From an optimization exercise on the open Yosys and OpenROAD flow, aimed at small area; shortcuts taken in it are not production practice.
In this exercise RTL edits were held to simulation tests only and were not proved equivalent to the original.
Power is estimated from default activity; no workload was simulated.

## cpu
module cpu(clock, reset, writeRegWb, resultWb, pcIf, pcSrcId, instrID,
		imem_rdata, dmem_addr, dmem_wdata, dmem_we, dmem_rdata);
	input clock;
	input reset;
	output [31:0] pcIf;
	output [1:0] pcSrcId;
	output [31:0] instrID;
	output [4:0] writeRegWb;
	output [31:0] resultWb;
	input  [31:0] imem_rdata;
	output [31:0] dmem_addr;
	output [31:0] dmem_wdata;
	output        dmem_we;
	input  [31:0] dmem_rdata;
	localparam OP_NONE = 2'd0, OP_ADD = 2'd1, OP_AND = 2'd2, OP_OR = 2'd3;
	reg [31:0] pcReg;           
	reg [31:0] ir;              
	reg [31:0] exV1, exV2;      
	reg [15:0] exImm;
	reg        exFwdA, exFwdB;  
	reg [1:0]  exOp;
	reg        exSub, exAluSrc;
	reg [4:0]  exWr;
	reg        exRegWrite, exMemtoReg, exMemWrite;
	reg [31:0] memAlu, memWdata;
	reg [4:0]  memWr;
	reg        memRegWrite, memMemtoReg, memMemWrite;
	reg [31:0] wbResult;
	reg [4:0]  wbWr;
	reg [31:0] ram [31:1];
	reg [31:1] nz;
	wire [5:0] op = ir[31:26];
	wire [5:0] funct = ir[5:0];
	wire [4:0] rs = ir[25:21];
	wire [4:0] rt = ir[20:16];
	wire [4:0] rd = ir[15:11];
	wire [15:0] imm = ir[15:0];
	wire isR  = (op == 6'b000000);
	wire iAdd = isR && (funct == 6'b100000);
	wire iSub = isR && (funct == 6'b100010);
	wire iAnd = isR && (funct == 6'b100100);
	wire iOr  = isR && (funct == 6'b100101);
	wire iJr  = isR && (funct == 6'b001000);
	wire iLw   = (op == 6'b100011);
	wire iSw   = (op == 6'b101011);
	wire iAddi = (op == 6'b001000);
	wire iSubi = (op == 6'b001100);
	wire iBeqz = (op == 6'b000100);
	wire regDst = iAdd | iSub | iAnd | iOr;
	wire regWriteId = regDst | iLw | iAddi | iSubi;
	wire aluSrcId = iAddi | iLw | iSw | iSubi;
	wire subId = iSub | iBeqz | iSubi;
	wire [1:0] opId = (iAdd | iLw | iSw | iAddi | subId) ? OP_ADD :
	                  iAnd ? OP_AND : iOr ? OP_OR : OP_NONE;
	wire [4:0] wrId = regDst ? rd : rt;
  ...
For scale: ~3900 cells after synthesis, about 1300 flip-flops, ~230 I/O pins, roughly 0.055 mm2 of cells after synthesis.
==> module cpu, before the edit <==
module cpu(clock, reset, writeRegWb, resultWb, pcIf, pcSrcId, instrID,
		imem_rdata, dmem_addr, dmem_wdata, dmem_we, dmem_rdata);
	input clock;
	input reset;
	output [31:0] pcIf;
	output [1:0] pcSrcId;
	output [31:0] instrID;
	output [4:0] writeRegWb;
	output [31:0] resultWb;
	input  [31:0] imem_rdata;
	output [31:0] dmem_addr;
	output [31:0] dmem_wdata;
	output        dmem_we;
	input  [31:0] dmem_rdata;
	localparam OP_NONE = 2'd0, OP_ADD = 2'd1, OP_AND = 2'd2, OP_OR = 2'd3;
	reg [31:0] pcReg;           
	reg [31:0] ir;              
	reg [31:0] exV1, exV2;      
	reg [15:0] exImm;
	reg        exFwdA, exFwdB;  
	reg [1:0]  exOp;
	reg        exSub, exAluSrc;
	reg [4:0]  exWr;
	reg        exRegWrite, exMemtoReg, exMemWrite;
	reg [31:0] memAlu, memWdata;
	reg [4:0]  memWr;
	reg        memRegWrite, memMemtoReg, memMemWrite;
	reg [31:0] wbResult;
	reg [4:0]  wbWr;
	reg [31:0] ram [31:1];
	reg [31:1] nz;
	wire [5:0] op = ir[31:26];
	wire [5:0] funct = ir[5:0];
	wire [4:0] rs = ir[25:21];
	wire [4:0] rt = ir[20:16];
	wire [4:0] rd = ir[15:11];
	wire [15:0] imm = ir[15:0];
	wire isR  = (op == 6'b000000);
	wire iAdd = isR && (funct == 6'b100000);
	wire iSub = isR && (funct == 6'b100010);
	wire iAnd = isR && (funct == 6'b100100);
	wire iOr  = isR && (funct == 6'b100101);
	wire iJr  = isR && (funct == 6'b001000);
	wire iLw   = (op == 6'b100011);
	wire iSw   = (op == 6'b101011);
	wire iAddi = (op == 6'b001000);
	wire iSubi = (op == 6'b001100);
	wire iBeqz = (op == 6'b000100);
	wire regDst = iAdd | iSub | iAnd | iOr;
	wire regWriteId = regDst | iLw | iAddi | iSubi;
	wire aluSrcId = iAddi | iLw | iSw | iSubi;
	wire subId = iSub | iBeqz | iSubi;
	wire [1:0] opId = (iAdd | iLw | iSw | iAddi | subId) ? OP_ADD :
	                  iAnd ? OP_AND : iOr ? OP_OR : OP_NONE;
	wire [4:0] wrId = regDst ? rd : rt;
	wire [31:0] memResult = memMemtoReg ? dmem_rdata : memAlu;
	always @(posedge clock)
		if (memRegWrite && !reset && memWr != 5'd0) begin
			ram[memWr] <= memResult;
			nz[memWr] <= (memResult != 32'd0);
		end
	wire exFwdAId  = (rs != 5'd0) && (rs == exWr) && exRegWrite;
	wire exFwdBId  = (rt != 5'd0) && (rt == exWr) && exRegWrite;
	wire memFwdA = (rs != 5'd0) && (rs == memWr) && memRegWrite;
	wire memFwdB = (rt != 5'd0) && (rt == memWr) && memRegWrite;
	wire [30:0] sel1;
	wire [31:0] sel2;
	wire [31:0] rdata1, v2;
	wire rsNonzero;
	genvar gk, gb;
	generate
		for (gk = 1; gk < 32; gk = gk + 1) begin : rsel
			assign sel1[gk-1] = (rs == gk);
			assign sel2[gk-1] = (rt == gk) && !memFwdB;
		end
		for (gb = 0; gb < 32; gb = gb + 1) begin : rbit
			wire [30:0] d;
			for (gk = 1; gk < 32; gk = gk + 1) begin : w
				assign d[gk-1] = ram[gk][gb];
			end
			rf_read31 p1(.sel(sel1), .d(d), .y(rdata1[gb]));
			rf_read32 p2(.sel(sel2), .d({memResult[gb], d}), .y(v2[gb]));
		end
	endgenerate
	assign sel2[31] = memFwdB;
	rf_read31 pz(.sel(sel1), .d(nz), .y(rsNonzero));
	wire [31:0] v1 = memFwdA ? memResult : rdata1;
	wire stall = exMemtoReg && ((rs == exWr) || (rt == exWr));
	wire zeroId = memFwdA ? (memAlu == 32'd0) : !rsNonzero;
	wire taken = iBeqz & zeroId;
	assign pcSrcId = {iJr, taken};
	wire [31:0] pcPlus4 = pcReg + 32'd4;
	wire [31:0] pcBranch = pcReg + {{14{imm[15]}}, imm, 2'b00};
	wire [31:0] pcNext = ({32{!taken && !iJr}} & pcPlus4) |
	                     ({32{taken}} & pcBranch) |
	                     ({32{iJr}} & rdata1);
	wire [31:0] srcA = exFwdA ? memAlu : exV1;
	wire [31:0] regB = exFwdB ? memAlu : exV2;
	wire [31:0] srcB = exAluSrc ? {{16{exImm[15]}}, exImm} : regB;
	wire [31:0] sum = srcA + (exSub ? ~srcB : srcB) + {31'd0, exSub};
	wire [31:0] aluResult = (exOp == OP_AND) ? (srcA & srcB) :
	                        (exOp == OP_OR) ? (srcA | srcB) : sum;
	always @(posedge clock) begin
		if (reset) pcReg <= 32'd0;
		else if (!stall) pcReg <= pcNext;
		if (reset || taken || iJr) ir <= 32'd0;
		else if (!stall) ir <= imem_rdata;
		exV1 <= v1;
		exV2 <= v2;
		exImm <= imm;
		exSub <= subId;
		exAluSrc <= aluSrcId;
		exFwdA <= exFwdAId;
		exFwdB <= exFwdBId;
		if (reset || stall) begin
			exWr <= 5'd0;
			exOp <= OP_NONE;
			exRegWrite <= 1'b0;
			exMemtoReg <= 1'b0;
			exMemWrite <= 1'b0;
		end else begin
			exWr <= wrId;
			exOp <= opId;
			exRegWrite <= regWriteId;
			exMemtoReg <= iLw;
			exMemWrite <= iSw;
		end
		memWdata <= regB;
		if (reset) begin
			memAlu <= 32'd0;
			memWr <= 5'd0;
			memRegWrite <= 1'b0;
			memMemtoReg <= 1'b0;
			memMemWrite <= 1'b0;
		end else begin
			if (exOp != OP_NONE) memAlu <= aluResult;
			memWr <= exWr;
			memRegWrite <= exRegWrite;
			memMemtoReg <= exMemtoReg;
			memMemWrite <= exMemWrite;
		end
		if (reset) begin
			wbResult <= 32'd0;
			wbWr <= 5'd0;
		end else begin
			wbResult <= memResult;
			wbWr <= memWr;
		end
	end
	assign pcIf = pcReg;
	assign instrID = ir;
	assign dmem_addr = memAlu;
	assign dmem_wdata = memWdata;
	assign dmem_we = memMemWrite;
	assign writeRegWb = wbWr;
	assign resultWb = wbResult;
endmodule
==> flow/config.mk <==
export PLATFORM = sky130hd
export DESIGN_NAME = cpu
export DESIGN_NICKNAME = cpu
export VERILOG_FILES = /design/flow/design.v
export SDC_FILE = /design/flow/constraint.sdc
export NUM_CORES = 4
export LEC_CHECK = 0
export CAP_MARGIN = 20
export CORE_MARGIN = 2
export CORE_UTILIZATION = 45
export CTS_CLUSTER_DIAMETER = 80
export CTS_CLUSTER_SIZE = 25
export SLEW_MARGIN = 20
export SYNTH_HIERARCHICAL = 1
export SYNTH_MINIMUM_KEEP_SIZE = 0
==> flow/constraint.sdc <==
create_clock -name core_clock -period 5.6 [get_ports {clock}]
set_input_delay 1.1200 -clock core_clock [delete_from_list [all_inputs] [get_ports {clock}]]
set_output_delay 1.1200 -clock core_clock [all_outputs]
set_load 0.01 [all_outputs]
standard.sh (not shown) runs the stock make flow with config.mk's settings and CLKGATE_MAP_FILE= SYNTH_SCRIPT=/design/flow/synth_recipe.tcl, a recipe that flattens the netlist after the stock synthesis.
==> flow/flow/run.sh <==
#!/bin/bash
# The standard layout, with the port buffers that global placement inserts
# made from the smallest buffer (sky130_fd_sc_hd__buf_1) instead of the
# default clkdlybuf4s50_1. Every input and output port still gets its own
# buffer; later repair steps may still resize them.
set -euo pipefail
export BUFFER_PORTS_ARGS="-buffer_cell sky130_fd_sc_hd__buf_1"
bash standard.sh > standard.log 2>&1
Rerun with:
--- a/flow/design.v
+++ b/flow/design.v
@@ -127,12 +127,20 @@
 	wire [31:0] v1 = memFwdA ? memResult : rdata1;
 	wire stall = exMemtoReg && ((rs == exWr) || (rt == exWr));
 	wire zeroId = memFwdA ? (memAlu == 32'd0) : !rsNonzero;
 	wire taken = iBeqz & zeroId;
 	assign pcSrcId = {iJr, taken};
-	wire [31:0] pcPlus4 = pcReg + 32'd4;
-	wire [31:0] pcBranch = pcReg + {{14{imm[15]}}, imm, 2'b00};
+	wire [16:0] brLo = {1'b0, pcReg[17:2]} + {1'b0, imm};
+	wire [16:0] incLo = {1'b0, pcReg[17:2]} + 17'd1;
+	wire [13:0] pcUp = pcReg[31:18];
+	wire [13:0] pcUpInc = pcUp + 14'd1;
+	wire [13:0] pcUpDec = pcUp - 14'd1;
+	wire [13:0] brUp = (brLo[16] && !imm[15]) ? pcUpInc :
+	                   (!brLo[16] && imm[15]) ? pcUpDec : pcUp;
+	wire [13:0] incUp = incLo[16] ? pcUpInc : pcUp;
+	wire [31:0] pcPlus4 = {incUp, incLo[15:0], pcReg[1:0]};
+	wire [31:0] pcBranch = {brUp, brLo[15:0], pcReg[1:0]};
 	wire [31:0] pcNext = ({32{!taken && !iJr}} & pcPlus4) |
 	                     ({32{taken}} & pcBranch) |
 	                     ({32{iJr}} & rdata1);
 	wire [31:0] srcA = exFwdA ? memAlu : exV1;
 	wire [31:0] regB = exFwdB ? memAlu : exV2;
=>
- setup slack is worse by 0.035 ns
- via count grows by 1.1%
- global-route usage goes down by 0.41 points
- sequential share of layout area decreases by 0.67 points
- power came out higher by 3.7%
- wire length came out lower by 0.63%
- combinational power rose by about 5%
- cell area came out higher by 1.2%
- die area is higher by 0.60%
- utilization goes up by 0.46 points
- clock skew went up by 0.036 ns
- synthesized area grows by 0.60%
- cell count climbs by 0.47%
- clock-buffer cell count decreases by 6

## re-timing with driven ports
No port has a modelled driver above. Below, the same layouts with a new extraction and two added sets of constraints. Step 1, drivers: a clkbuf_16 drives clock and a buf_2 each remaining input, both assumed. Step 2, shift: input delay + t, output delay - t, t = (earliest + latest rising clock arrival at the registers) / 2. This alone moves slack from input paths to output paths. a / b / c = no drivers / after step 1 / after step 2; a / b = the first two.
run | shift t [ns] | setup slack, ns | worst hold slack (ns)
the first run | 0.820 | 0.539 / 0.463 / 0.753 | 0.417 / 0.417 / 0.417
the second run | 0.766 | 0.504 / 0.431 / 0.944 | 0.404 / 0.404 / 0.404
After both steps every run listed still meets setup and hold.
